Background: an optimization exercise with open tools, aiming at small area. Do not read the settings as production practice. Only simulation tests tie the RTL to the original design; equivalence was not proved. The clock cells of runs 2 to 7 come from the design's own scripts or RTL, not from TritonCTS. No driver is modelled on the clock port, so clock power and skew are understated where the tree is cut down; a real chip needs a root buffer or a tree. Power figures rest on the tool's default switching activity, not on a simulated workload.

### flow/design.v
`timescale 1ns / 1ps
module block_controller(
	input clk,
	input bright,
	input rst,
	input left, input right, input p2left, input p2right,
	input two_player,
	input ack,
	input [9:0] hCount, vCount,
	output [11:0] rgb,
	output reg [15:0] score,
	output [15:0] p2score,
	output reg [15:0] highscore
   );
	localparam INI = 2'b00, START = 2'b01, DONE = 2'b10, TWO = 2'b11;
	function [10:0] sub10;
		input [9:0] a, b;
		integer i; reg br;
		begin
			br = 1'b0;
			for (i = 0; i < 10; i = i + 1) begin
				sub10[i] = a[i] ^ b[i] ^ br;
				br = (~a[i] & b[i]) | (~(a[i] ^ b[i]) & br);
			end
			sub10[10] = br;
		end
	endfunction
	function [10:0] addc10;
		input [9:0] a, b;
		input cin;
		integer i; reg c;
		begin
			c = cin;
			for (i = 0; i < 10; i = i + 1) begin
				addc10[i] = a[i] ^ b[i] ^ c;
				c = (a[i] & b[i]) | ((a[i] ^ b[i]) & c);
			end
			addc10[10] = c;
		end
	endfunction
	function [9:0] add10;
		input [9:0] a, b;
		integer i; reg c;
		begin
			c = 1'b0;
			for (i = 0; i < 10; i = i + 1) begin
				add10[i] = a[i] ^ b[i] ^ c;
				c = (a[i] & b[i]) | ((a[i] ^ b[i]) & c);
			end
		end
	endfunction
	function le10;
		input [9:0] a, k;
		integer i; reg r;
		begin
			r = 1'b1;
			for (i = 0; i < 10; i = i + 1)
				r = (~a[i] & k[i]) | (~(a[i] ^ k[i]) & r);
			le10 = r;
		end
	endfunction
	function le11;
		input [10:0] a, k;
		integer i; reg r;
		begin
			r = 1'b1;
			for (i = 0; i < 11; i = i + 1)
				r = (~a[i] & k[i]) | (~(a[i] ^ k[i]) & r);
			le11 = r;
		end
	endfunction
	function gt16;
		input [15:0] a, b;
		integer i; reg r;
		begin
			r = 1'b0;
			for (i = 0; i < 16; i = i + 1)
				r = (a[i] & ~b[i]) | (~(a[i] ^ b[i]) & r);
			gt16 = r;
		end
	endfunction
	function [8:0] step9;
		input [8:0] p;
		input en, down;
		integer i; reg t;
		begin
			t = en;
			for (i = 0; i < 9; i = i + 1) begin
				step9[i] = p[i] ^ t;
				t = t & (p[i] ^ down);
			end
		end
	endfunction
	function [15:0] inc16;
		input [15:0] s;
		input en;
		integer i; reg t;
		begin
			t = en;
			for (i = 0; i < 16; i = i + 1) begin
				inc16[i] = s[i] ^ t;
				t = t & s[i];
			end
		end
	endfunction
	reg [1:0] game_state;
	reg [9:0] nx, ny;           
	reg [8:0] p1, p2;           
	reg nbg_r, nbg_b;           
	reg dx_s, dy_s;             
	reg [1:0] dm;
	reg [3:0] debounce;
	assign p2score = 16'd0;
	wire in_ini   = game_state == INI;
	wire in_start = game_state == START;
	wire in_two   = game_state == TWO;
	wire in_done  = game_state == DONE;
	wire in_play  = game_state[0];
	wire v_p1 = ~le10(vCount, 10'd449) & le10(vCount, 10'd460);
	wire v_p2 = ~le10(vCount, 10'd89)  & le10(vCount, 10'd100);
	wire [8:0] npr_sel = ~(vCount[8] ? p1 : p2);
	wire [10:0] hq = addc10({1'b0, hCount[9:1]}, {1'b1, npr_sel}, 1'b1);    
	wire h_pad = ~hq[9] & ~|hq[8:5] & le10({5'd0, hq[4:0]}, 10'd25) & (hCount[0] | |hq[4:0]);
	wire paddle  = v_p1 & h_pad;
	wire paddle2 = v_p2 & h_pad & in_two;
	wire xge4 = |nx[9:2];
	wire yge4 = |ny[9:2];
	wire xge3 = xge4 | ~|nx[1:0];
	wire xge2 = xge4 | ~nx[1];
	wire [10:0] sh = addc10(hCount, nx, 1'b1);
	wire [10:0] sv = addc10(vCount, ny, 1'b1);
	wire h_in = (sh[10] == xge4) & ~|sh[9:4] & ~(sh[3] & |sh[2:0]);
	wire v_in = (sv[10] == yge4) & ~|sv[9:4] & ~(sv[3] & |sv[2:0]);
	wire [3:0] a = sh[3:0];
	reg shape;
	always @(*) begin
		case (sv[3:0])
			4'd0, 4'd8: shape = a == 4'd4;
			4'd1, 4'd7: shape = ~le10({6'd0, a}, 10'd1) & le10({6'd0, a}, 10'd6) & xge2;
			4'd2, 4'd6: shape = a != 4'd0 & a != 4'd8 & xge3;
			default: shape = xge4;
		endcase
	end
	wire ball = h_in & v_in & shape;
	wire r = paddle | (~paddle2 & ~ball & ~nbg_r);
	wire g = ~paddle & (paddle2 | ~ball);
	wire b = ~paddle & ~paddle2 & (ball | ~nbg_b);
	assign rgb = bright ? {{4{r}}, {4{g}}, {4{b}}} : 12'd0;
	wire db_ok = ~|debounce[3:1];                 
	wire db_b1 = ~debounce[0] & ~db_ok;
	wire db_b2 = db_b1 & ~debounce[1];
	wire db_b3 = db_b2 & ~debounce[2];
	wire [3:0] db_dec = {debounce[3] ^ db_b3, debounce[2] ^ db_b2, debounce[1] ^ db_b1,
	                     debounce[0] ^ (debounce[0] | ~db_ok)};
	wire top   = in_start & (~yge4 | ~le10(ny, 10'd985));       
	wire wall  = ~xge4 | ~le10(nx, 10'd876) | le10(nx, 10'd248);   
	wire zone1 = yge4 & le10(ny, 10'd582);                      
	wire zone2 = in_two & (~yge4 | ~le10(ny, 10'd921));         
	wire [8:0] pg_sel = zone1 ? p1 : p2;
	wire [9:0] tq = addc10({1'b0, pg_sel}, {1'b0, nx[9:1]}, 1'b0);
	wire [10:0] t = {tq, nx[0]};
	wire on_pad = ~le11(t, 11'd975) & le11(t, 11'd1026);
	wire hit  = (zone1 | zone2) & on_pad;
	wire miss = (zone1 | zone2) & ~on_pad;
	wire bump = db_ok & ~top & ~wall;             
	wire r0 = ~le11(t, 11'd1016);    
	wire r1 = ~le11(t, 11'd1006);    
	wire r2 = ~le11(t, 11'd995);     
	wire r3 = ~le11(t, 11'd985);     
	wire nx_s = r1;
	wire [1:0] n_dm = {r0 | ~r3 | (r2 & ~r1), (r1 & ~r0) | (r3 & ~r2) | (r2 & ~r1)};
	wire [1:0] dx_m = {dm[1] & ~dm[0], dm[0] & ~dm[1]};
	wire dy_m = &dm;
	wire [9:0] ndxv = {{8{~dx_s & |dx_m}}, dx_m[1] | (~dx_s & dx_m[0]), dx_m[0]};
	wire [9:0] ndyv = {{8{~dy_s}}, dy_m | ~dy_s, ~dy_m};
	wire p1_up = right & le10({1'b0, p1}, 10'd371);
	wire p1_dn = ~right & left & ~le10({1'b0, p1}, 10'd71);
	wire p2_up = p2right & le10({1'b0, p2}, 10'd371);
	wire p2_dn = ~p2right & p2left & ~le10({1'b0, p2}, 10'd71);
	always @(posedge clk, posedge rst) begin
		if (rst) begin
			game_state <= INI;
			nbg_r <= 1'b0; nbg_b <= 1'b0;
			score <= 16'd0;
			highscore <= 16'd0;
			dx_s <= 1'b0; dy_s <= 1'b0; dm <= 2'd0;
		end else begin
			case (game_state)
			INI: begin
				game_state <= two_player ? TWO : START;
				score <= 16'd0;
			end
			DONE: begin
				if (gt16(score, highscore)) highscore <= score;
				if (ack) game_state <= INI;
			end
			default: begin
				if (miss) game_state <= DONE;
				if (hit) begin
					dx_s <= nx_s; dy_s <= zone1; dm <= n_dm;
				end else begin
					if (top & db_ok) dy_s <= ~dy_s;
					if (wall & db_ok & ~top) dx_s <= ~dx_s;
				end
				if (hit & bump) begin
					score <= inc16(score, 1'b1);
					if (in_start) begin
						nbg_r <= ~nbg_r; nbg_b <= nbg_r;
					end else begin
						nbg_r <= zone1; nbg_b <= ~zone1;
					end
				end
			end
			endcase
		end
	end
	always @(posedge clk) begin
		if (in_ini) begin
			nx <= 10'd577;
			ny <= 10'd877;
			p1 <= 9'd212;
			p2 <= 9'd212;
			debounce <= 4'd0;
		end else begin
			if (in_play) begin
				nx <= add10(nx, ndxv);
				ny <= add10(ny, ndyv);
				if (top | wall | hit) debounce <= 4'd10;
				else debounce <= db_dec;
				p1 <= step9(p1, p1_up | p1_dn, p1_dn);
			end
			p2 <= step9(p2, p2_up | p2_dn, p2_dn);
		end
	end
endmodule
### flow/config.mk
export PLATFORM = sky130hd
export DESIGN_NAME = block_controller
export DESIGN_NICKNAME = block_controller
export VERILOG_FILES = /design/flow/design.v
export SDC_FILE = /design/flow/constraint.sdc
export NUM_CORES = 4
export LEC_CHECK = 0
export CAP_MARGIN = 20
export CORE_MARGIN = 2
export CORE_UTILIZATION = 80
export SLEW_MARGIN = 20
### flow/flow/remap.tcl
# Re-map the combinational logic of the standard synthesis netlist for area.
# The registers (instance names, cell types and connections) are left exactly as the standard
# synthesis made them; only the logic between them is re-mapped by ABC with an area script
# (REMAP_SCRIPT), and the result is written to REMAP_OUT.
yosys -import
set lib $::env(FLOW_HOME)/platforms/$::env(FLOW_PLATFORM)/lib/sky130_fd_sc_hd__tt_025C_1v80.lib
set res orfs/results/$::env(FLOW_PLATFORM)/block_controller/base
set dont_use {}
foreach c $::env(REMAP_DONT_USE) { lappend dont_use -dont_use $c }
read_liberty -ignore_miss_func -ignore_miss_dir $lib
read_verilog $res/1_2_yosys.std.v
hierarchy -top $::env(FLOW_TOP)
setattr -mod -set keep_hierarchy 1 sky130_fd_sc_hd__df* sky130_fd_sc_hd__edf* sky130_fd_sc_hd__sdf*
flatten
opt -purge
abc -liberty $lib -script $::env(REMAP_SCRIPT) {*}$dont_use
opt_clean -purge
hilomap -singleton -hicell sky130_fd_sc_hd__conb_1 HI -locell sky130_fd_sc_hd__conb_1 LO
opt_clean -purge
tee -o $::env(REMAP_OUT).stat stat -liberty $lib
select $::env(FLOW_TOP)
write_verilog -noattr -noexpr -nohex -nodec -selected $::env(REMAP_OUT)
### flow/constraint.sdc
create_clock -name core_clock -period 10.0 [get_ports {clk}]
set_input_delay 2.0000 -clock core_clock [delete_from_list [all_inputs] [get_ports {clk}]]
set_output_delay 2.0000 -clock core_clock [all_outputs]
set_load 0.01 [all_outputs]
### flow/flow/cts_tree.tcl
# Simple balanced clock tree, used in place of TritonCTS for this small design:
# the registers are split by position into a grid of groups of about equal size, each group is
# driven by one clock buffer placed at its centre, and a root buffer at the centre drives those
# buffers from the clock port.
# Every register gets its clock through exactly one buffer of the same type.
proc my_small_clock_tree { } {
  set bufname [expr { [info exists ::env(CLK_BUF)] ? $::env(CLK_BUF) : "sky130_fd_sc_hd__clkbuf_8" }]
  set block [ord::get_db_block]
  set clknet [$block findNet clk]
  set master [[ord::get_db] findMaster $bufname]
  set sinks {}
  set sink_iterms [$clknet getITerms]
  set root_net $clknet
  if { [info exists ::env(CLK_ROOT)] && $::env(CLK_ROOT) != "" } {
    set rinst [odb::dbInst_create $block [[ord::get_db] findMaster $::env(CLK_ROOT)] "clkbuf_tree_root"]
    set root_net [odb::dbNet_create $block "clknet_tree_root"]
    $root_net setSigType CLOCK
    [$rinst findITerm A] connect $clknet
    [$rinst findITerm X] connect $root_net
  }
  set rx 0; set ry 0
  foreach it $sink_iterms {
    set inst [$it getInst]
    set loc [$inst getLocation]
    lappend sinks [list [lindex $loc 0] [lindex $loc 1] $it]
  }
  # split into a grid of CLK_COLS x CLK_ROWS groups of about equal count
  set cols [expr { [info exists ::env(CLK_COLS)] ? $::env(CLK_COLS) : 2 }]
  set rows [expr { [info exists ::env(CLK_ROWS)] ? $::env(CLK_ROWS) : 2 }]
  set sinks [lsort -integer -index 0 $sinks]
  set n [llength $sinks]
  set g 0
  for { set c 0 } { $c < $cols } { incr c } {
    set col [lsort -integer -index 1 [lrange $sinks [expr { $c * $n / $cols }] [expr { ($c + 1) * $n / $cols - 1 }]]]
    set m [llength $col]
    for { set r 0 } { $r < $rows } { incr r } {
      set part [lrange $col [expr { $r * $m / $rows }] [expr { ($r + 1) * $m / $rows - 1 }]]
      set sx 0; set sy 0
      foreach s $part { incr sx [lindex $s 0]; incr sy [lindex $s 1] }
      set cx [expr { $sx / [llength $part] }]
      set cy [expr { $sy / [llength $part] }]
      set inst [odb::dbInst_create $block $master "clkbuf_tree_$g"]
      set net [odb::dbNet_create $block "clknet_tree_$g"]
      $net setSigType CLOCK
      [$inst findITerm A] connect $root_net
      [$inst findITerm X] connect $net
      foreach s $part {
        set it [lindex $s 2]
        $it disconnect
        $it connect $net
      }
      $inst setLocation $cx $cy
      $inst setPlacementStatus PLACED
      incr g
      incr rx $cx; incr ry $cy
    }
  }
  if { [info exists rinst] } {
    $rinst setLocation [expr { $rx / $g }] [expr { $ry / $g }]
    $rinst setPlacementStatus PLACED
  }
  set_propagated_clock [all_clocks]
}
rename clock_tree_synthesis orig_clock_tree_synthesis
proc clock_tree_synthesis { args } { my_small_clock_tree }
### flow/flow/run.sh
#!/bin/bash
# Own layout flow: the standard flow (standard.sh) with these changes to how the layout is made:
#  - after the standard synthesis, the logic between the registers is re-mapped by ABC for area
#    (remap.tcl): four runs of ABC's deep synthesis with different seeds, then an area mapping;
#    the smallest result is kept. Registers keep the standard synthesis's names and cell types,
#  - the buffers that ABC inserted during synthesis are removed at floorplan,
#  - every input and output port still gets its own buffer, but a sky130_fd_sc_hd__buf_1,
#  - the clock tree is a root buffer and six clock buffers (cts_tree.tcl), each
#    driving one group of nearby registers, in place of TritonCTS,
#  - the constant outputs share one tie cell.
# Each step's full output goes to a log file of its own in this folder.
set -euo pipefail
RES=orfs/results/$FLOW_PLATFORM/block_controller/base
export CLK_COLS=3 CLK_ROWS=2 CLK_BUF=sky130_fd_sc_hd__clkbuf_8 CLK_ROOT=sky130_fd_sc_hd__clkbuf_4
bash standard.sh synth > log_synth.txt 2>&1
cp $RES/1_2_yosys.v $RES/1_2_yosys.std.v
export REMAP_DONT_USE="$(grep -o -- '-dont_use [A-Za-z0-9_]*' orfs/logs/$FLOW_PLATFORM/block_controller/base/1_2_yosys.log | awk '{print $2}' | sort -u | tr '\n' ' ')"
mkdir -p remap
for s in 1 2 3 4; do
  printf 'strash\n&get -n\n&deepsyn -T 180 -S %s\n&put\ndch -f\namap\ntopo\n' $s > remap/area_$s.abc
  REMAP_SCRIPT=remap/area_$s.abc REMAP_OUT=remap/net_$s.v yosys -c flow/remap.tcl > log_remap_$s.txt 2>&1 &
done
wait
best=""; best_area=""
for s in 1 2 3 4; do
  a=$(grep "Chip area for top module" remap/net_$s.v.stat | awk '{print $NF}')
  echo "seed $s: $a" >> log_remap_pick.txt
  if [[ -z "$best" ]] || python3 -c "import sys; sys.exit(0 if $a < $best_area else 1)"; then best=$s; best_area=$a; fi
done
echo "kept seed $best ($best_area)" >> log_remap_pick.txt
cp remap/net_$best.v $RES/1_2_yosys.v
touch $RES/1_2_yosys.v
bash standard.sh \
  REMOVE_ABC_BUFFERS=1 \
  "BUFFER_PORTS_ARGS=-buffer_cell sky130_fd_sc_hd__buf_1" \
  PRE_CTS_TCL=$PWD/flow/cts_tree.tcl \
  SKIP_REPAIR_TIE_FANOUT=1 \
  finish > log_layout.txt 2>&1
### flow/standard.sh
#!/bin/bash
# synth_recipe.tcl (not shown) runs the flow's synth.tcl, then flattens the netlist and writes it again
# the make line also repeats each setting of config.mk as NAME=value (left out here)
make -C /OpenROAD-flow-scripts/flow DESIGN_CONFIG=/design/flow/config.mk WORK_HOME=/design/flow/orfs CLKGATE_MAP_FILE= SYNTH_SCRIPT=/design/flow/synth_recipe.tcl "${@:-finish}"
==> out/metrics.yaml, run 1 <==
row_count: 29
io_pins: 89
synth_cells: 732
stop_error: "[ERROR GPL-0301] Utilization 101.390 % exceeds 100%."
portBuffers: 72
stop_stage: "3_3_place_gp"
syn_area_per_cell_sq_um: 6.97
die_y_microns: 83.8
die_w_microns: 83.8
yosys_warnings: 1
status: "stopped before the end"
start_util_pct: 81.7
mappedNetlistArea_sq_mm: 0.00510
==> inputs of run 2 (changes only) <==
--- a/flow/config.mk
+++ b/flow/config.mk
@@ -7,5 +7,5 @@
 export LEC_CHECK = 0
 export CAP_MARGIN = 20
 export CORE_MARGIN = 2
-export CORE_UTILIZATION = 80
+export CORE_UTILIZATION = 60
 export SLEW_MARGIN = 20
==> run 2 against run 1 <==
Now clean on timing, DRC and antenna. Synthesized cell count stayed put. Synthesized area did not move.
==> out/metrics.yaml, run 2 <==
status: "timing/DRC/antenna clean"
fmax_ghz: 0.122
fin_crit_sh_pct: 82.2
maxSlewViolCount: 0
wire_per_inst_microns: 15.4
insertion_delay_ns: 0.44
synth_cells: 732
via_count: 5692
yosys_warnings: 1
areaGrowthSynthToFinish_pct: 10.1
final_common_cell: "nor2_1"
final-hold-violation-count: 0
min_to: "debounce[0]"
ff2ff_path_depth: 41
slew_headroom_pct: 35.2
crit_top_cell: "nand2_1"
diodes: 0
cpMaxStageDelayCell: "nor3_1"
start_util_pct: 62.1
critical-path-top-delay-family: "simple AND/OR/NAND/NOR gates"
row_count: 33
p_leak_uw: 0.00209
routed_wl_microns: 14200
place_ws_ns: 1.98
path_class: "reg2reg"
rsz0062_at_grt: "no"
fin_worst_skew_ns: 0.0244
rrSetupSlack_ns: 1.78
setup_tns_ns: 0
drcViolationCount: 0
core_area_sq_mm: 0.00822
dpl.hpwl_microns: 10800
worstHoldStart: "debounce[0]"
portBuffers: 72
maxCapViolations: 0
setup_slack_ns: 1.78
crit_cells: 41
min_period_ns: 8.22
die_w_microns: 96.2
drtAntennaViolNets: 0
finalSetupViolations: 0
reg.largest.list: "highscore: 16 flops, score: 16 flops"
cts_setup_buffers: 0
tightest_slew_ns: 0.968
critPathMaxFanout: 11
hold_buffers: 0
max_stage_delay_ns: 0.52
critPathCaptureType: "register"
clk_pin_slew_ns: 0.09
syn_area_per_cell_sq_um: 6.97
antenna_found_initial: 0
p_per_area_mw_per_mm2: 286
gp_congestion: 0.928
grt_use_total_pct: 29.8
fin_cells: 919
io_pins: 89
post_drt_via_cell_ratio: 6.19
grt_pass1_wl_microns: 22300
placed_cells_incl_taps: 912
cp-start-kind: "register"
gr-total-overflow: 0
r2r-end: "score[15]"
ir_drop_mv: 0.204
regArea_sq_mm: 0.00184
die_y_microns: 96.2
firstDrtPassIters: 5
drive_gt1_share_pct: 1.35
die-area_sq_mm: 0.00925
first_iter_violations: 339
cts_resized: 0
mappedNetlistArea_sq_mm: 0.00510
min_path_cells: 1
final_cell_mix: "nor2_1, clkinv_1, a21oi_1, buf_1, o21ai_0"
worstHoldPathType: "reg2reg"
worst_ep_required_time_ns: 10.36
crit_buf_inv: 7
hold_ws_ns: 0.493
grt_pass1_vias: 4960
r2r_start: "ny[2]"
arrival_ns: 8.58
grt_start_max_net_pins: 41
final_nets: 845
multi_input_area_sq_mm: 0.00287
fill_cells: 707
## run 2: per-stage QoR
step                instance area, sq um  total power [uW]  utilization [%]
finish                              5620              1600             68.4
global route                        5620              1740             68.4
CTS                                 5620              1590             68.4
detailed placement                  5530              1420             67.3
global placement                    5530              1390             67.3
floorplan                           5100              1220                -
## run 2: metal layers
metal  part of all wire (%)  GRT usage [%]  vias up
li1                       -              -     2806
met1                     44           41.1     2620
met2                     46           50.0      234
met3                    8.3           3.52       32
met4                    2.4           7.38        0
met5                      0              0        -
## run 2: worst max-delay path by stage
stage / start / end / slack [ns]
after detailed placement: ny[2] / score[15] / 1.98
after global routing: ny[2] / score[15] / 0.87
after CTS: ny[2] / score[15] / 1.87
final: ny[2] / score[15] / 1.78
after floorplan: vCount[8] / rgb[0] / 2.48
after global placement: ny[2] / score[15] / 2.20
## run 2: final cells by class
cell class	instances	area share (%)
flip-flops and latches	82	32.8
multi-input cells	546	51.1
well taps	105	2.34
plain buffers	7	1.60
repair buffers	75	5.21
inverters	104	6.95
## run 2: power breakdown
group          switching (uW)  internal (uW)
Clock                     110           58.5
Sequential                168            445
Combinational             519            303
Total                     797            807
==> inputs of run 3 (changes only) <==
--- a/flow/design.v
+++ b/flow/design.v
@@ -59,6 +59,43 @@
 			le10 = r;
 		end
 	endfunction
+	function upper_zero6;
+		input [5:0] a, b;
+		input c;
+		integer i; reg r;
+		begin
+			r = (a[0] ^ b[0]) == c;
+			for (i = 1; i < 6; i = i + 1)
+				r = r & ((a[i] ^ b[i]) == (a[i-1] | b[i-1]));
+			upper_zero6 = r;
+		end
+	endfunction
+	function [1:0] upper_k6;
+		input [5:0] a, b;
+		input c;
+		integer i; reg r; reg ci; reg [5:0] k;
+		begin
+			k = 6'b000011;
+			ci = c;
+			r = 1'b1;
+			for (i = 0; i < 6; i = i + 1) begin
+				r = r & ((a[i] ^ b[i] ^ k[i]) == ci);
+				ci = (a[i] & b[i]) | ((a[i] ^ b[i]) & ~k[i]);
+			end
+			upper_k6 = {ci, r};
+		end
+	endfunction
+	function upper_zero5;
+		input [3:0] a, b;
+		input c;
+		integer i; reg r;
+		begin
+			r = (a[0] ^ b[0]) == c;
+			for (i = 1; i < 4; i = i + 1)
+				r = r & ((a[i] ^ b[i]) == (a[i-1] | b[i-1]));
+			upper_zero5 = r;
+		end
+	endfunction
 	function le11;
 		input [10:0] a, k;
 		integer i; reg r;
@@ -119,18 +156,22 @@
 	wire v_p1 = ~le10(vCount, 10'd449) & le10(vCount, 10'd460);
 	wire v_p2 = ~le10(vCount, 10'd89)  & le10(vCount, 10'd100);
 	wire [8:0] npr_sel = ~(vCount[8] ? p1 : p2);
-	wire [10:0] hq = addc10({1'b0, hCount[9:1]}, {1'b1, npr_sel}, 1'b1);    
-	wire h_pad = ~hq[9] & ~|hq[8:5] & le10({5'd0, hq[4:0]}, 10'd25) & (hCount[0] | |hq[4:0]);
+	wire [10:0] hql = addc10({5'd0, hCount[5:1]}, {5'd0, npr_sel[4:0]}, 1'b1);
+	wire hq_hi0 = upper_zero5(hCount[9:6], npr_sel[8:5], hql[5]) & (hCount[9] | npr_sel[8]);
+	wire h_pad = hq_hi0 & le10({5'd0, hql[4:0]}, 10'd25) & (hCount[0] | |hql[4:0]);
 	wire paddle  = v_p1 & h_pad;
 	wire paddle2 = v_p2 & h_pad & in_two;
-	wire xge4 = |nx[9:2];
+	wire xin48 = ~|nx[9:6] & (nx[5:2] == 4'b1100);    
+	wire xge4 = ~xin48;
+	wire xge52 = ~le10(nx, 10'd51);
 	wire yge4 = |ny[9:2];
-	wire xge3 = xge4 | ~|nx[1:0];
-	wire xge2 = xge4 | ~nx[1];
-	wire [10:0] sh = addc10(hCount, nx, 1'b1);
-	wire [10:0] sv = addc10(vCount, ny, 1'b1);
-	wire h_in = (sh[10] == xge4) & ~|sh[9:4] & ~(sh[3] & |sh[2:0]);
-	wire v_in = (sv[10] == yge4) & ~|sv[9:4] & ~(sv[3] & |sv[2:0]);
+	wire xge3 = ~(xin48 & |nx[1:0]);
+	wire xge2 = ~(xin48 & nx[1]);
+	wire [10:0] sh = addc10({6'd0, hCount[3:0]}, {6'd0, nx[3:0]}, 1'b1);
+	wire [10:0] sv = addc10({6'd0, vCount[3:0]}, {6'd0, ny[3:0]}, 1'b1);
+	wire [1:0] h_up = upper_k6(hCount[9:4], nx[9:4], sh[4]);
+	wire h_in = h_up[0] & (h_up[1] == xge52) & ~(sh[3] & |sh[2:0]);
+	wire v_in = upper_zero6(vCount[9:4], ny[9:4], sv[4]) & ((vCount[9] | ny[9]) == yge4) & ~(sv[3] & |sv[2:0]);
 	wire [3:0] a = sh[3:0];
 	reg shape;
 	always @(*) begin
@@ -153,20 +194,20 @@
 	wire [3:0] db_dec = {debounce[3] ^ db_b3, debounce[2] ^ db_b2, debounce[1] ^ db_b1,
 	                     debounce[0] ^ (debounce[0] | ~db_ok)};
 	wire top   = in_start & (~yge4 | ~le10(ny, 10'd985));       
-	wire wall  = ~xge4 | ~le10(nx, 10'd876) | le10(nx, 10'd248);   
+	wire wall  = ~xge52 | ~le10(nx, 10'd924) | le10(nx, 10'd296);   
 	wire zone1 = yge4 & le10(ny, 10'd582);                      
 	wire zone2 = in_two & (~yge4 | ~le10(ny, 10'd921));         
 	wire [8:0] pg_sel = zone1 ? p1 : p2;
-	wire [9:0] tq = addc10({1'b0, pg_sel}, {1'b0, nx[9:1]}, 1'b0);
-	wire [10:0] t = {tq, nx[0]};
-	wire on_pad = ~le11(t, 11'd975) & le11(t, 11'd1026);
+	wire [10:0] tl = addc10({5'd0, pg_sel[4:0]}, {5'd0, nx[5:1]}, 1'b0);
+	wire [5:0] t6 = {tl[4:0], nx[0]};
+	wire on_pad = upper_zero5(pg_sel[8:5], nx[9:6], tl[5]) & (pg_sel[8] | nx[9]) & le10({4'd0, t6}, 10'd50);
 	wire hit  = (zone1 | zone2) & on_pad;
 	wire miss = (zone1 | zone2) & ~on_pad;
 	wire bump = db_ok & ~top & ~wall;             
-	wire r0 = ~le11(t, 11'd1016);    
-	wire r1 = ~le11(t, 11'd1006);    
-	wire r2 = ~le11(t, 11'd995);     
-	wire r3 = ~le11(t, 11'd985);     
+	wire r0 = ~le10({4'd0, t6}, 10'd40);    
+	wire r1 = ~le10({4'd0, t6}, 10'd30);    
+	wire r2 = ~le10({4'd0, t6}, 10'd19);    
+	wire r3 = ~le10({4'd0, t6}, 10'd9);     
 	wire nx_s = r1;
 	wire [1:0] n_dm = {r0 | ~r3 | (r2 & ~r1), (r1 & ~r0) | (r3 & ~r2) | (r2 & ~r1)};
 	wire [1:0] dx_m = {dm[1] & ~dm[0], dm[0] & ~dm[1]};
@@ -216,7 +257,7 @@
 	end
 	always @(posedge clk) begin
 		if (in_ini) begin
-			nx <= 10'd577;
+			nx <= 10'd625;
 			ny <= 10'd877;
 			p1 <= 9'd212;
 			p2 <= 9'd212;
--- a/flow/flow/run.sh
+++ b/flow/flow/run.sh
@@ -5,19 +5,19 @@
 #    the smallest result is kept. Registers keep the standard synthesis's names and cell types,
 #  - the buffers that ABC inserted during synthesis are removed at floorplan,
 #  - every input and output port still gets its own buffer, but a sky130_fd_sc_hd__buf_1,
-#  - the clock tree is a root buffer and six clock buffers (cts_tree.tcl), each
+#  - the clock tree is a root buffer and eight clock buffers (cts_tree.tcl), each
 #    driving one group of nearby registers, in place of TritonCTS,
 #  - the constant outputs share one tie cell.
 # Each step's full output goes to a log file of its own in this folder.
 set -euo pipefail
 RES=orfs/results/$FLOW_PLATFORM/block_controller/base
-export CLK_COLS=3 CLK_ROWS=2 CLK_BUF=sky130_fd_sc_hd__clkbuf_8 CLK_ROOT=sky130_fd_sc_hd__clkbuf_4
+export CLK_COLS=4 CLK_ROWS=2 CLK_BUF=sky130_fd_sc_hd__clkbuf_8 CLK_ROOT=sky130_fd_sc_hd__clkbuf_4
 bash standard.sh synth > log_synth.txt 2>&1
 cp $RES/1_2_yosys.v $RES/1_2_yosys.std.v
 export REMAP_DONT_USE="$(grep -o -- '-dont_use [A-Za-z0-9_]*' orfs/logs/$FLOW_PLATFORM/block_controller/base/1_2_yosys.log | awk '{print $2}' | sort -u | tr '\n' ' ')"
 mkdir -p remap
 for s in 1 2 3 4; do
-  printf 'strash\n&get -n\n&deepsyn -T 180 -S %s\n&put\ndch -f\namap\ntopo\n' $s > remap/area_$s.abc
+  printf 'strash\n&get -n\n&deepsyn -T 300 -S %s\n&put\ndch -f\namap\ntopo\n' $s > remap/area_$s.abc
   REMAP_SCRIPT=remap/area_$s.abc REMAP_OUT=remap/net_$s.v yosys -c flow/remap.tcl > log_remap_$s.txt 2>&1 &
 done
 wait
==> run 3 against run 2 <==
Still clean on timing, DRC and antenna. Hold slack got worse by 0.0032 ns. Design area shrank 0.89%. Synthesized area is 1.7% lower. First-iteration DRC count up 34%. Via count shrank 4.0%. Fmax up 7.5%. Clock power grew 11%. Critical path depth shrank 29. Routed wire length fell by 1.9%. Combinational power up 9.5%. Sequential share of layout area increased by 0.29 points. Die area shrank 1.7%.
==> out/metrics.yaml, run 3 <==
status: "timing/DRC/antenna clean"
power_uw: 1690
core_area_sq_mm: 0.00818
crit_end: "rgb[3]"
final_nets: 834
drtAntennaViolNets: 0
critPathCaptureType: "output pin"
fin_worst_skew_ns: 0.0176
portBuffers: 72
cpMaxStageDelayCell: "a2111oi_0"
die-area_sq_mm: 0.00910
min_path_cells: 2
drcViolationCount: 0
final-hold-violation-count: 0
mappedNetlistArea_sq_mm: 0.00501
antenna_found_initial: 0
hold_buffers: 0
startpoint: "vCount[8]"
row_count: 33
place_ws_ns: 2.44
crit_cells: 12
syn_area_per_cell_sq_um: 6.98
diodes: 0
finalSetupViolations: 0
rsz0062_at_grt: "no"
wire_per_inst_microns: 15.3
worst_ep_required_time_ns: 8.00
critPathMaxFanout: 13
p_int_uw: 852
die_y_microns: 95.4
min_period_ns: 7.65
io_pins: 89
first_iter_violations: 453
worstHoldPathType: "reg2reg"
r2r-end: "score[15]"
p_leak_uw: 0.00206
insertion_delay_ns: 0.48
maxSlewViolCount: 0
die_w_microns: 95.4
grt_start_max_net_pins: 41
critical-path-top-delay-family: "compound AO/OA/AOI/OAI gates"
tightest_slew_ns: 0.907
drive_gt1_share_pct: 1.87
p_comb_share_pct: 53.2
path_class: "in2out"
grt_pass1_vias: 4874
cp-start-kind: "input port"
hold_ws_ns: 0.490
worstHoldStart: "debounce[0]"
start_util_pct: 61.3
gp_congestion: 0.923
final_common_cell: "nor2_1"
clkPwrFrac_pct: 11.0
r2r_start: "ny[1]"
clk_pin_slew_ns: 0.07
grt_pass1_wl_microns: 22400
final_cell_mix: "nor2_1, clkinv_1, buf_1"
post_drt_via_cell_ratio: 6.02
p_per_area_mw_per_mm2: 304
via_count: 5465
synth_cells: 718
gr-total-overflow: 0
dpl.hpwl_microns: 10500
routed_wl_microns: 13900
cts_setup_buffers: 0
sw_frac_of_total_pct: 49.7
fmax_ghz: 0.131
max_stage_delay_ns: 0.82
fin_crit_sh_pct: 76.5
setup_slack_ns: 2.35
grt_use_total_pct: 30.4
setup_tns_ns: 0
yosys_warnings: 1
reg.largest.list: "highscore: 16 flops, score: 16 flops"
maxCapViolations: 0
areaGrowthSynthToFinish_pct: 11.1
cts_resized: 0
ir_drop_mv: 0.195
worstPathCellList: "buf_1 -> clkinv_1 -> o22ai_1 -> nand2_1 -> o21a_1 -> a21boi_0 -> a2111oi_0 -> a31oi_1 -> o21ai_0 -> nor4_1 -> a2111oi_0 -> buf_1"
rrSetupSlack_ns: 2.58
ff2ff_path_depth: 40
p_switching_uw: 842
firstDrtPassIters: 5
pwr-share-seq_pct: 35.8
arrival_ns: 5.65
crit_buf_inv: 3
slew_headroom_pct: 38.0
-- run 3: through the flow --
step | utilization, % | instance area, sq um | instances
floorplan | - | 5010 | 718
global placement | 66.7 | 5450 | 899
detailed placement | 66.7 | 5450 | 899
CTS | 68.1 | 5570 | 908
global route | 68.1 | 5570 | 908
finish | 68.1 | 5570 | 908
-- run 3: per-layer routing --
layer | up-vias | track usage (%) | routed length [microns]
met3 | 24 | 4.11 | 1120
li1 | 2742 | - | -
met2 | 209 | 52.3 | 6460
met1 | 2490 | 41.0 | 6000
met5 | - | 0 | 0
met4 | 0 | 6.55 | 296
-- run 3: power groups by stage --
stage | registers, uW | logic [uW] | clock network [uW]
floorplan | 570 | 671 | 0
global placement | 603 | 845 | 0
detailed placement | 606 | 878 | 0
CTS | 600 | 884 | 190
global route | 622 | 1010 | 201
finish | 606 | 901 | 187
-- run 3: worst min-delay path, stage by stage (launching register included) --
cell      delay [ns]
dfxtp_1         0.33
a21oi_1         0.09
clkinv_1        0.05
-- run 3: worst min path at each step --
stage                   to  slack (ns)
2_1_floorplan  debounce[0]        0.43
3_3_place_gp   debounce[0]        0.45
3_5_place_dp   debounce[0]        0.47
4_1_cts        debounce[0]        0.49
5_1_grt              ny[3]        0.51
6_report       debounce[0]        0.49
-- run 3: final cells by class --
| class | count | area [sq um] |
|---|---|---|
| well taps | 105 | 131 |
| repair buffers | 76 | 300 |
| flip-flops and latches | 82 | 1840 |
| plain buffers | 9 | 118 |
| multi-input cells | 526 | 2760 |
| inverters | 110 | 413 |
| fillers | 741 | 2610 |
==> inputs of run 4 (changes only) <==
--- a/flow/flow/run.sh
+++ b/flow/flow/run.sh
@@ -5,19 +5,19 @@
 #    the smallest result is kept. Registers keep the standard synthesis's names and cell types,
 #  - the buffers that ABC inserted during synthesis are removed at floorplan,
 #  - every input and output port still gets its own buffer, but a sky130_fd_sc_hd__buf_1,
-#  - the clock tree is a root buffer and eight clock buffers (cts_tree.tcl), each
+#  - the clock tree is four clock buffers fed by the clock port (cts_tree.tcl), each
 #    driving one group of nearby registers, in place of TritonCTS,
 #  - the constant outputs share one tie cell.
 # Each step's full output goes to a log file of its own in this folder.
 set -euo pipefail
 RES=orfs/results/$FLOW_PLATFORM/block_controller/base
-export CLK_COLS=4 CLK_ROWS=2 CLK_BUF=sky130_fd_sc_hd__clkbuf_8 CLK_ROOT=sky130_fd_sc_hd__clkbuf_4
+export CLK_COLS=2 CLK_ROWS=2 CLK_BUF=sky130_fd_sc_hd__clkbuf_16 CLK_ROOT=
 bash standard.sh synth > log_synth.txt 2>&1
 cp $RES/1_2_yosys.v $RES/1_2_yosys.std.v
 export REMAP_DONT_USE="$(grep -o -- '-dont_use [A-Za-z0-9_]*' orfs/logs/$FLOW_PLATFORM/block_controller/base/1_2_yosys.log | awk '{print $2}' | sort -u | tr '\n' ' ')"
 mkdir -p remap
 for s in 1 2 3 4; do
-  printf 'strash\n&get -n\n&deepsyn -T 300 -S %s\n&put\ndch -f\namap\ntopo\n' $s > remap/area_$s.abc
+  printf 'strash\n&get -n\n&deepsyn -T 480 -S %s\n&put\ndch -f\namap\ntopo\n' $s > remap/area_$s.abc
   REMAP_SCRIPT=remap/area_$s.abc REMAP_OUT=remap/net_$s.v yosys -c flow/remap.tcl > log_remap_$s.txt 2>&1 &
 done
 wait
--- a/flow/flow/cts_tree.tcl
+++ b/flow/flow/cts_tree.tcl
@@ -1,7 +1,7 @@
 # Simple balanced clock tree, used in place of TritonCTS for this small design:
 # the registers are split by position into a grid of groups of about equal size, each group is
-# driven by one clock buffer placed at its centre, and a root buffer at the centre drives those
-# buffers from the clock port.
+# driven by one clock buffer placed at its centre. The clock port drives those buffers, through
+# a root buffer at the centre when CLK_ROOT names one.
 # Every register gets its clock through exactly one buffer of the same type.
 proc my_small_clock_tree { } {
   set bufname [expr { [info exists ::env(CLK_BUF)] ? $::env(CLK_BUF) : "sky130_fd_sc_hd__clkbuf_8" }]
==> run 4 against run 3 <==
Synthesized cell count is 0.56% lower. Highest routed layer is now met5. Largest power group unchanged. Combinational power is 9.8% lower. Via count is 1.1% higher. Design area is 0.16% higher. Worst setup slack better by 0.073 ns. Synthesized area is 0.45% higher. Routed wire length is 1.2% higher.
==> out/metrics.yaml, run 4 <==
first_iter_violations: 299
final_util_pct: 68.2
die-area_sq_mm: 0.00914
antenna_found_initial: 1
drive_gt1_share_pct: 1.26
worstHoldStart: "p1[5]"
wl_met3_microns: 1100
crit_top_cell: "nand2_1"
slew_headroom_pct: 38.0
synth_cells: 714
rsz0062_at_grt: "no"
gr-total-overflow: 0
final_common_cell: "clkinv_1"
insertion_delay_ns: 0.16
startpoint: "ny[3]"
syn_area_per_cell_sq_um: 7.05
multi_input_area_sq_mm: 0.00273
cpMaxStageDelayCell: "nor3b_1"
mappedNetlistArea_sq_mm: 0.00503
regArea_sq_mm: 0.00184
critPathCaptureType: "register"
dpl.hpwl_microns: 11000
maxCapViolations: 0
wire_per_inst_microns: 15.6
start_util_pct: 61.6
arrival_ns: 7.66
hold_buffers: 0
final_nets: 826
path_class: "reg2reg"
sw_frac_of_total_pct: 48.4
die_w_microns: 95.6
grt_pass1_vias: 4944
fmax_ghz: 0.132
routed_wl_microns: 14000
final_cell_mix: "clkinv_1, nor2_1, o21ai_0"
reg.largest.list: "highscore: 16 flops, score: 16 flops"
status: "timing/DRC/antenna clean"
post_drt_via_cell_ratio: 6.14
p_comb_share_pct: 52.1
critPathMaxFanout: 13
drcViolationCount: 0
wl_met2_microns: 6530
pwr-share-seq_pct: 37.6
yosys_warnings: 1
row_count: 33
final-hold-violation-count: 0
tightest_slew_ns: 0.907
p_int_uw: 805
topRoutingLayerUsed: "met5"
r2r_start: "ny[3]"
cts_setup_buffers: 0
ir_drop_mv: 0.193
drtAntennaViolNets: 0
finalSetupViolations: 0
hold_ws_ns: 0.500
diodes: 0
p_switching_uw: 756
worst_ep_required_time_ns: 10.08
fin_worst_skew_ns: 0.0172
p_per_area_mw_per_mm2: 280
met1_length_microns: 6120
min_period_ns: 7.58
p_leak_uw: 0.00205
max_stage_delay_ns: 0.52
via_count: 5525
io_pins: 89
clkPwrFrac_pct: 10.3
maxSlewViolCount: 0
cts_resized: 0
worstHoldPathType: "reg2reg"
grt_use_total_pct: 30.2
fill_cells: 753
grt_start_max_net_pins: 41
gp_congestion: 0.952
clk_pin_slew_ns: 0.10
areaGrowthSynthToFinish_pct: 10.8
core_area_sq_mm: 0.00818
setup_tns_ns: 0
die_y_microns: 95.6
firstDrtPassIters: 5
portBuffers: 72
cp-start-kind: "register"
grt_pass1_wl_microns: 22400
fin_crit_sh_pct: 75.8
## run 4: per-stage QoR
step           area (sq um)  std cells  worst slack, ns  power [uW]
3_3_place_gp           5480        896             2.71        1360
2_1_floorplan          5030        714             2.40        1160
6_report               5580        900             2.42        1560
5_1_grt                5580        900             1.34        1690
3_5_place_dp           5480        896             2.55        1380
4_1_cts                5580        900             2.52        1540
## run 4: path summary, 6_finish.rpt
| path | to | slack (ns) | cells after the start |
|---|---|---|---|
| min in group asynchronous | highscore[12] | 1.92 | 3 |
| worst min register to register | p1[5] | 0.50 | 1 |
| worst max register to register | score[15] | 2.42 | 42 |
| worst min-delay path | p1[5] | 0.50 | 1 |
| worst max-delay path | score[15] | 2.42 | 42 |
| max in group asynchronous | score[4] | 7.73 | 3 |
## run 4: layout make-up
type	count	share of cell area (%)
Multi-Input combinational cell	509	49.0
Sequential cell	82	33.0
Inverter	123	8.28
Timing Repair Buffer	77	5.52
Tap cell	105	2.36
Buffer	4	1.80
## run 4: metal layers
metal  vias to the layer above  global-route usage [%]
met5                         -                       0
met4                         2                    5.83
met3                        31                    4.03
met2                       221                    50.1
met1                      2524                    42.7
li1                       2747                       -
## run 4: worst max-delay path: cells and delay by family (launching register included)
family          cells  cell delay [ns]
buf+inv             6             1.02
simple gates       25             3.99
flops               1             0.36
compound gates     11             2.12
## run 4: power groups by stage
stage | clock network [uW] | registers, uW | logic, uW
global route | 170 | 601 | 918
global placement | 0 | 583 | 774
floorplan | 0 | 534 | 630
detailed placement | 0 | 584 | 800
CTS | 159 | 577 | 803
finish | 161 | 587 | 813
==> inputs of run 5 (changes only) <==
--- a/flow/flow/run.sh
+++ b/flow/flow/run.sh
@@ -1,7 +1,7 @@
 #!/bin/bash
 # Own layout flow: the standard flow (standard.sh) with these changes to how the layout is made:
 #  - after the standard synthesis, the logic between the registers is re-mapped by ABC for area
-#    (remap.tcl): four runs of ABC's deep synthesis with different seeds, then an area mapping;
+#    (remap.tcl): eight runs of ABC's deep synthesis with different seeds, then an area mapping;
 #    the smallest result is kept. Registers keep the standard synthesis's names and cell types,
 #  - the buffers that ABC inserted during synthesis are removed at floorplan,
 #  - every input and output port still gets its own buffer, but a sky130_fd_sc_hd__buf_1,
@@ -16,13 +16,13 @@
 cp $RES/1_2_yosys.v $RES/1_2_yosys.std.v
 export REMAP_DONT_USE="$(grep -o -- '-dont_use [A-Za-z0-9_]*' orfs/logs/$FLOW_PLATFORM/block_controller/base/1_2_yosys.log | awk '{print $2}' | sort -u | tr '\n' ' ')"
 mkdir -p remap
-for s in 1 2 3 4; do
-  printf 'strash\n&get -n\n&deepsyn -T 480 -S %s\n&put\ndch -f\namap\ntopo\n' $s > remap/area_$s.abc
+for s in 4; do
+  printf 'strash\n&get -n\n&deepsyn -T 300 -S %s\n&put\ndch -f\namap\ntopo\n' $s > remap/area_$s.abc
   REMAP_SCRIPT=remap/area_$s.abc REMAP_OUT=remap/net_$s.v yosys -c flow/remap.tcl > log_remap_$s.txt 2>&1 &
 done
 wait
 best=""; best_area=""
-for s in 1 2 3 4; do
+for s in 4; do
   a=$(grep "Chip area for top module" remap/net_$s.v.stat | awk '{print $NF}')
   echo "seed $s: $a" >> log_remap_pick.txt
   if [[ -z "$best" ]] || python3 -c "import sys; sys.exit(0 if $a < $best_area else 1)"; then best=$s; best_area=$a; fi
--- a/flow/config.mk
+++ b/flow/config.mk
@@ -7,5 +7,5 @@
 export LEC_CHECK = 0
 export CAP_MARGIN = 20
 export CORE_MARGIN = 2
-export CORE_UTILIZATION = 60
+export CORE_UTILIZATION = 70
 export SLEW_MARGIN = 20
==> run 5 against run 4 <==
Final cell count fell by 0.67%. Design area fell by 0.74%. Still clean. Via count rose by 2.4%. First-iteration DRC count rose by 94%. Worst setup slack got worse by 0.11 ns. Combinational power rose by 12%. Hold slack improved by 0.0067 ns. Critical path depth fell by 30. Die area fell by 14%.
==> out/metrics.yaml, run 5 <==
status: "timing/DRC/antenna clean"
clk_pin_slew_ns: 0.09
synth_cells: 718
cp-start-kind: "input port"
antenna_found_initial: 0
p_leak_uw: 0.00205
gp_congestion: 0.956
drtAntennaViolNets: 0
portBuffers: 72
dpl.hpwl_microns: 10500
reg.largest.list: "highscore: 16 flops, score: 16 flops"
grt_pass1_wl_microns: 22800
clkPwrFrac_pct: 9.5
critPathMaxFanout: 13
hold_ws_ns: 0.507
first_iter_violations: 581
r2r_start: "ny[2]"
grt_pass1_vias: 5218
areaGrowthSynthToFinish_pct: 10.4
gr-total-overflow: 0
arrival_ns: 5.69
fmax_ghz: 0.130
finalSetupViolations: 0
drive_gt1_share_pct: 1.13
pwr-share-seq_pct: 36.3
die_w_microns: 88.6
grt_use_total_pct: 35.8
start_util_pct: 73.0
final_cell_mix: "nor2_1, clkinv_1, buf_1"
maxSlewViolCount: 0
post_drt_via_cell_ratio: 6.33
placed_cells_incl_taps: 890
worstHoldStart: "ny[3]"
final_nets: 829
power_uw: 1680
cts_setup_buffers: 0
setup_slack_ns: 2.31
p_int_uw: 849
final_common_cell: "nor2_1"
syn_area_per_cell_sq_um: 6.98
p_comb_share_pct: 54.2
mappedNetlistArea_sq_mm: 0.00501
final-hold-violation-count: 0
fin_crit_sh_pct: 76.9
fin_cells: 894
die_y_microns: 88.6
critPathCaptureType: "output pin"
slew_headroom_pct: 37.0
setup_tns_ns: 0
worst_ep_required_time_ns: 8.00
worstHoldPathType: "reg2reg"
path_class: "in2out"
routed_wl_microns: 14100
startpoint: "vCount[8]"
sw_frac_of_total_pct: 49.3
rsz0062_at_grt: "no"
core_area_sq_mm: 0.00687
cts_resized: 0
tightest_slew_ns: 0.921
drcViolationCount: 0
row_count: 30
yosys_warnings: 1
io_pins: 89
place_ws_ns: 2.47
min_period_ns: 7.69
hold_buffers: 0
p_per_area_mw_per_mm2: 303
p_switching_uw: 826
insertion_delay_ns: 0.16
firstDrtPassIters: 5
die-area_sq_mm: 0.00785
grt_start_max_net_pins: 41
fin_worst_skew_ns: 0.0190
ir_drop_mv: 0.218
wire_per_inst_microns: 15.7
diodes: 0
maxCapViolations: 0
via_count: 5660
## run 5: power by group through the flow
| stage | sequential [uW] | combinational (uW) | clock (uW) |
|---|---|---|---|
| detailed placement | 605 | 883 | 0 |
| CTS | 600 | 889 | 158 |
| floorplan | 570 | 671 | 0 |
| global placement | 600 | 838 | 0 |
| finish | 608 | 908 | 159 |
| global route | 623 | 1020 | 167 |
## run 5: layer usage
metal / share of wire [%] / wire (microns) / track usage [%] / vias up
met2: 48 / 6770 / 62.9 / 296
met4: 3.0 / 418 / 10.3 / 0
met5: 0 / 0 / 0 / -
met3: 8.2 / 1160 / 3.54 / 42
li1: - / - / - / 2729
met1: 41 / 5710 / 47.0 / 2593
## run 5: area by class of cell
cell class	instances	area, sq um
fillers	489	1340
repair buffers	76	300
multi-input cells	526	2760
well taps	96	120
flip-flops and latches	82	1840
plain buffers	4	100
inverters	110	413
## run 5: worst max-delay path, stage by stage
cell,delay [ns]
buf_1,0.34
clkinv_1,0.45
o22ai_1,0.29
nand2_1,0.12
o21a_1,0.13
a21boi_0,0.14
a2111oi_0,0.52
a31oi_1,0.08
o21ai_0,0.43
nor4_1,0.15
a2111oi_0,0.82
buf_1,0.22
## run 5: worst paths after layout
path | end | slack [ns] | cells after the start
max in group asynchronous | highscore[2] | 7.71 | 3
min in group asynchronous | dy_s | 1.92 | 3
setup / recovery | rgb[3] | 2.31 | 12
hold reg to reg | ny[3] | 0.51 | 1
hold / removal | ny[3] | 0.51 | 1
setup reg to reg | score[15] | 2.64 | 39
## run 5: per-stage QoR
step                area, sq um  util [%]
finish                     5530      80.6
global route               5530      80.6
CTS                        5530      80.6
detailed placement         5430      79.1
global placement           5430      79.1
floorplan                  5010         -
==> inputs of run 6 (changes only) <==
--- a/flow/flow/run.sh
+++ b/flow/flow/run.sh
@@ -16,13 +16,13 @@
 cp $RES/1_2_yosys.v $RES/1_2_yosys.std.v
 export REMAP_DONT_USE="$(grep -o -- '-dont_use [A-Za-z0-9_]*' orfs/logs/$FLOW_PLATFORM/block_controller/base/1_2_yosys.log | awk '{print $2}' | sort -u | tr '\n' ' ')"
 mkdir -p remap
-for s in 4; do
+for s in 1 2 3 4 5 6 7 8; do
   printf 'strash\n&get -n\n&deepsyn -T 300 -S %s\n&put\ndch -f\namap\ntopo\n' $s > remap/area_$s.abc
   REMAP_SCRIPT=remap/area_$s.abc REMAP_OUT=remap/net_$s.v yosys -c flow/remap.tcl > log_remap_$s.txt 2>&1 &
 done
 wait
 best=""; best_area=""
-for s in 4; do
+for s in 1 2 3 4 5 6 7 8; do
   a=$(grep "Chip area for top module" remap/net_$s.v.stat | awk '{print $NF}')
   echo "seed $s: $a" >> log_remap_pick.txt
   if [[ -z "$best" ]] || python3 -c "import sys; sys.exit(0 if $a < $best_area else 1)"; then best=$s; best_area=$a; fi
--- a/flow/config.mk
+++ b/flow/config.mk
@@ -7,5 +7,5 @@
 export LEC_CHECK = 0
 export CAP_MARGIN = 20
 export CORE_MARGIN = 2
-export CORE_UTILIZATION = 70
+export CORE_UTILIZATION = 60
 export SLEW_MARGIN = 20
==> run 6 against run 5 <==
Critical endpoint is now rgb[1]. Synthesized area stayed put. Still clean on timing, DRC and antenna. Via count shrank 3.3%. Combinational power decreased by 0.8%. Final cell count is 1.0% higher. Largest power group unchanged. Total power fell by 0.61%. Critical path depth unchanged. Hold slack worse by 0.016 ns. Clock power about the same. Die area is 16% higher. Critical path type unchanged. Global-route usage shrank 5.9 points. Sequential share of layout area fell by 0.090 points. Routed wire length shrank 2.4%.
==> out/metrics.yaml, run 6 <==
setup_tns_ns: 0
start_util_pct: 61.3
die_y_microns: 95.4
drtAntennaViolNets: 0
first_iter_violations: 385
path_class: "in2out"
final_nets: 829
fmax_ghz: 0.131
worstPathCellList: "buf_1 -> clkinv_1 -> o22ai_1 -> nand2_1 -> o21a_1 -> a21boi_0 -> a2111oi_0 -> a31oi_1 -> o21ai_0 -> nor4_1 -> a2111oi_0 -> buf_1"
tightest_slew_ns: 0.887
critPathMaxFanout: 13
ff2ff_path_depth: 40
cpMaxStageDelayCell: "a2111oi_0"
design_area_sq_mm: 0.00555
synth_cells: 718
rsz0062_at_grt: "no"
crit_cells: 12
placed_cells_incl_taps: 899
drcViolationCount: 0
post_drt_via_cell_ratio: 6.06
p_leak_uw: 0.00205
syn_area_per_cell_sq_um: 6.98
fin_crit_sh_pct: 76.5
fill_cells: 747
critical-path-top-delay-family: "compound AO/OA/AOI/OAI gates"
max_stage_delay_ns: 0.80
dpl.hpwl_microns: 10500
reg.largest.list: "highscore: 16 flops, score: 16 flops"
via_count: 5472
areaGrowthSynthToFinish_pct: 10.7
min_period_ns: 7.65
worstHoldPathType: "reg2reg"
gr-total-overflow: 0
maxCapViolations: 0
die-area_sq_mm: 0.00910
insertion_delay_ns: 0.16
fin_worst_skew_ns: 0.0174
grt_pass1_vias: 4816
io_pins: 89
fin_cells: 903
finalSetupViolations: 0
gp_congestion: 0.923
row_count: 33
grt_pass1_wl_microns: 22100
crit_buf_inv: 3
arrival_ns: 5.65
p_per_area_mw_per_mm2: 300
grt_start_max_net_pins: 41
die_w_microns: 95.4
startpoint: "vCount[8]"
antenna_found_initial: 0
cp-start-kind: "input port"
slew_headroom_pct: 39.3
firstDrtPassIters: 6
maxSlewViolCount: 0
hold_ws_ns: 0.491
drive_gt1_share_pct: 1.25
status: "timing/DRC/antenna clean"
dpl-instance-area_sq_mm: 0.00545
worst_ep_required_time_ns: 8.00
mappedNetlistArea_sq_mm: 0.00501
hold_buffers: 0
grt_use_total_pct: 29.9
clk_pin_slew_ns: 0.08
cts_setup_buffers: 0
final_cell_mix: "nor2_1, clkinv_1, buf_1"
rrSetupSlack_ns: 2.61
wire_per_inst_microns: 15.2
cts_resized: 0
ir_drop_mv: 0.175
r2r_start: "ny[1]"
diodes: 0
final-hold-violation-count: 0
r2r-end: "score[15]"
critPathCaptureType: "output pin"
routed_wl_microns: 13700
crit_end: "rgb[1]"
portBuffers: 72
yosys_warnings: 1
final_common_cell: "nor2_1"
core_area_sq_mm: 0.00818
-- run 6: metrics by stage --
step           utilization [%]  worst slack (ns)  power (uW)
6_report                  67.9              2.35        1670
2_1_floorplan                -              2.52        1240
3_3_place_gp              66.7              2.67        1450
4_1_cts                   67.9              2.42        1650
3_5_place_dp              66.7              2.44        1480
5_1_grt                   67.9              1.61        1800
-- run 6: layout make-up --
type | count | area, sq um | share of cell area [%]
inverter | 110 | 413 | 7.44
sequential | 82 | 1840 | 33.2
multi-input combinational | 526 | 2760 | 49.8
tap | 105 | 131 | 2.37
buffer | 4 | 100 | 1.80
timing repair buffer | 76 | 300 | 5.41
-- run 6: worst min-delay path by stage --
| stage | cells past startpoint | slack, ns | from | endpoint |
|---|---|---|---|---|
| finish | 2 | 0.49 | debounce[0] | debounce[0] |
| global route | 1 | 0.52 | ny[3] | ny[3] |
| CTS | 2 | 0.49 | debounce[0] | debounce[0] |
| detailed placement | 2 | 0.47 | debounce[0] | debounce[0] |
| global placement | 2 | 0.45 | debounce[0] | debounce[0] |
| floorplan | 2 | 0.43 | debounce[0] | debounce[0] |
-- run 6: layer usage --
metal  vias to the layer above  global-route usage (%)  part of all wire [%]
met5                         -                       0                     0
met4                         0                    5.95                   1.8
met3                        20                    3.08                   8.8
met2                       235                    51.5                    47
met1                      2481                    41.0                    42
li1                       2736                       -                     -
-- run 6: worst reg2reg max path: cells and delay by family (launching register included) --
kind	cells	cell delay [ns]
AO/OA/AOI/OAI	11	2.27
AND/OR/NAND/NOR	25	3.66
flip-flops	1	0.45
buffers and inverters	4	0.90
-- run 6: power by group --
part           total [uW]  internal [uW]  switching [uW]
combinational         901            330             570
sequential            606            446             160
clock                 159           73.0            86.0
==> inputs of run 7 (changes only) <==
--- a/flow/flow/run.sh
+++ b/flow/flow/run.sh
@@ -5,13 +5,13 @@
 #    the smallest result is kept. Registers keep the standard synthesis's names and cell types,
 #  - the buffers that ABC inserted during synthesis are removed at floorplan,
 #  - every input and output port still gets its own buffer, but a sky130_fd_sc_hd__buf_1,
-#  - the clock tree is four clock buffers fed by the clock port (cts_tree.tcl), each
+#  - the clock tree is a root buffer and six clock buffers (cts_tree.tcl), each
 #    driving one group of nearby registers, in place of TritonCTS,
 #  - the constant outputs share one tie cell.
 # Each step's full output goes to a log file of its own in this folder.
 set -euo pipefail
 RES=orfs/results/$FLOW_PLATFORM/block_controller/base
-export CLK_COLS=2 CLK_ROWS=2 CLK_BUF=sky130_fd_sc_hd__clkbuf_16 CLK_ROOT=
+export CLK_COLS=3 CLK_ROWS=2 CLK_BUF=sky130_fd_sc_hd__clkbuf_8 CLK_ROOT=sky130_fd_sc_hd__clkbuf_4
 bash standard.sh synth > log_synth.txt 2>&1
 cp $RES/1_2_yosys.v $RES/1_2_yosys.std.v
 export REMAP_DONT_USE="$(grep -o -- '-dont_use [A-Za-z0-9_]*' orfs/logs/$FLOW_PLATFORM/block_controller/base/1_2_yosys.log | awk '{print $2}' | sort -u | tr '\n' ' ')"
--- a/flow/config.mk
+++ b/flow/config.mk
@@ -7,5 +7,5 @@
 export LEC_CHECK = 0
 export CAP_MARGIN = 20
 export CORE_MARGIN = 2
-export CORE_UTILIZATION = 60
+export CORE_UTILIZATION = 70
 export SLEW_MARGIN = 20
==> run 7 against run 6 <==
Clock skew hardly changed. First-iteration DRC count is 14% higher. Sequential share of layout area is 0.17 points higher. Fmax is 3.9% lower. Final cell count is 0.66% lower. Via count is 3.7% higher. Largest cell class unchanged.
==> out/metrics.yaml, run 7 <==
worst_ep_required_time_ns: 10.33
antenna_found_initial: 0
ir_drop_mv: 0.219
clk_pin_slew_ns: 0.10
p_switching_uw: 805
fin_crit_sh_pct: 79.5
areaGrowthSynthToFinish_pct: 9.94
grt_pass1_vias: 5052
p_per_area_mw_per_mm2: 295
reg.largest.list: "highscore: 16 flops, score: 16 flops"
critPathCaptureType: "register"
setup_slack_ns: 2.05
grt_start_max_net_pins: 41
syn_area_per_cell_sq_um: 6.98
cts_resized: 0
final_nets: 832
mappedNetlistArea_sq_mm: 0.00502
fill_cells: 528
rsz0062_at_grt: "no"
ff2ff_path_depth: 34
sw_frac_of_total_pct: 49.4
fmax_ghz: 0.126
die_y_microns: 88.7
drtAntennaViolNets: 0
die-area_sq_mm: 0.00787
io_pins: 89
grt_pass1_wl_microns: 22100
p_leak_uw: 0.00206
maxSlewViolCount: 0
grt_use_total_pct: 34.2
arrival_ns: 8.28
status: "timing/DRC/antenna clean"
pwr-share-seq_pct: 37.9
gp_congestion: 1.08
power_uw: 1630
cts_setup_buffers: 0
diodes: 0
clkPwrFrac_pct: 9.9
routed_wl_microns: 13700
portBuffers: 72
post_drt_via_cell_ratio: 6.33
die_w_microns: 88.7
final_common_cell: "nor2_1"
final_cell_mix: "nor2_1, clkinv_1, buf_1"
drcViolationCount: 0
finalSetupViolations: 0
place_ws_ns: 2.40
hold_buffers: 0
fin_worst_skew_ns: 0.0178
p_int_uw: 825
p_comb_share_pct: 52.2
maxCapViolations: 0
wire_per_inst_microns: 15.2
final-hold-violation-count: 0
slew_headroom_pct: 39.1
cpMaxStageDelayCell: "o221ai_1"
max_stage_delay_ns: 0.72
crit_top_cell: "nand2_1"
row_count: 30
tightest_slew_ns: 0.913
yosys_warnings: 1
drive_gt1_share_pct: 1.25
min_period_ns: 7.95
start_util_pct: 73.1
core_area_sq_mm: 0.00687
firstDrtPassIters: 7
setup_tns_ns: 0
via_count: 5674
synth_cells: 720
path_class: "reg2reg"
dpl.hpwl_microns: 10400
insertion_delay_ns: 0.43
gr-total-overflow: 0
first_iter_violations: 437
min_path_cells: 2
worstHoldPathType: "reg2reg"
cp-start-kind: "register"
critPathMaxFanout: 12
-- run 7: cell count changes in the layout (fill, tap and decap cells not counted), moves of 4 or more --
cell	before	now
o21ai_0	60	69
clkbuf_8	0	6
a211oi_1	16	11
a31oi_1	11	6
clkbuf_16	4	0
nor3_1	21	17
o211ai_1	1	5
o21a_1	10	14
o221ai_1	7	11
-- run 7: path summary, 6_finish.rpt --
kind / start / end / slack, ns
min: debounce[0] / debounce[0] / 0.50
min reg2reg: debounce[0] / debounce[0] / 0.50
min in group asynchronous: rst / highscore[15] / 1.63
max in group asynchronous: rst / highscore[1] / 7.99
max: ny[2] / score[15] / 2.05
max reg2reg: ny[2] / score[15] / 2.05
-- run 7: area by class of cell --
class,count,area (sq um),share of cell area [%]
multi-input combinational,530,2780,50.3
sequential,82,1840,33.4
inverter,108,405,7.34
timing repair buffer,74,285,5.17
tap,96,120,2.18
buffer,7,90.1,1.63
-- run 7: worst max-delay path: cells and delay by family (launching register included) --
kind	cells	cell delay [ns]
AND/OR/NAND/NOR	22	3.69
buffers and inverters	2	0.74
flip-flops	1	0.48
AO/OA/AOI/OAI	10	2.91
-- run 7: power groups by stage --
| stage | logic [uW] | registers (uW) | clock network (uW) |
|---|---|---|---|
| floorplan | 635 | 583 | 0 |
| global placement | 785 | 608 | 0 |
| detailed placement | 822 | 615 | 0 |
| CTS | 828 | 609 | 161 |
| global route | 957 | 633 | 171 |
| finish | 852 | 617 | 161 |
-- run 7: metal layers --
layer | part of all wire, % | global-route usage (%) | up-vias | wire, microns
met5 | 0 | 0 | - | 0
met4 | 3.7 | 11.4 | 0 | 500
met3 | 9.5 | 3.92 | 65 | 1290
met2 | 45 | 56.0 | 329 | 6170
met1 | 42 | 47.5 | 2538 | 5690
li1 | - | - | 2742 | -
-- run 7: through the flow --
step	instances	hold slack, ns	instance area (sq um)	util, %
2_1_floorplan	720	0.433	5020	-
3_3_place_gp	890	0.450	5430	79.1
3_5_place_dp	890	0.464	5430	79.1
4_1_cts	897	0.494	5520	80.4
5_1_grt	897	0.532	5520	80.4
6_report	897	0.500	5520	80.4

## afterwards: timing with drivers on the ports
In the flow no input, the clock included, has a driving cell. The finished layouts below were timed again as built, in two steps. Step 1: set_driving_cell puts a clkbuf_16 on clk and a buf_2 on each other input, an assumption about the parent block. Step 2 adds t to the input delays and takes it off the output delays; t is the mean of the earliest and latest rising clock arrival at the registers after step 1. Input paths then give back, and output paths get back, about the clock's delay inside the block. a / b / c = ideal ports / drivers / drivers and shift; a / b = the first two.
run	t (ns)	setup WS [ns]	cell pins on the clock port's net
run 2	0.458	1.777 / 1.777 / 1.777	1
run 3	0.496	2.347 / 2.313 / 2.313	1
run 4	0.226	2.421 / 2.421 / 2.421	4
run 5	0.226	2.307 / 2.284 / 2.284	4
run 6	0.230	2.353 / 2.320 / 2.320	4
run 7	0.451	2.047 / 2.047 / 2.047	1
After both steps setup and hold are still met in every run listed. For run 3, which loses most, drivers alone change the setup slack by -0.034 ns; drivers and shift together by -0.034 ns.
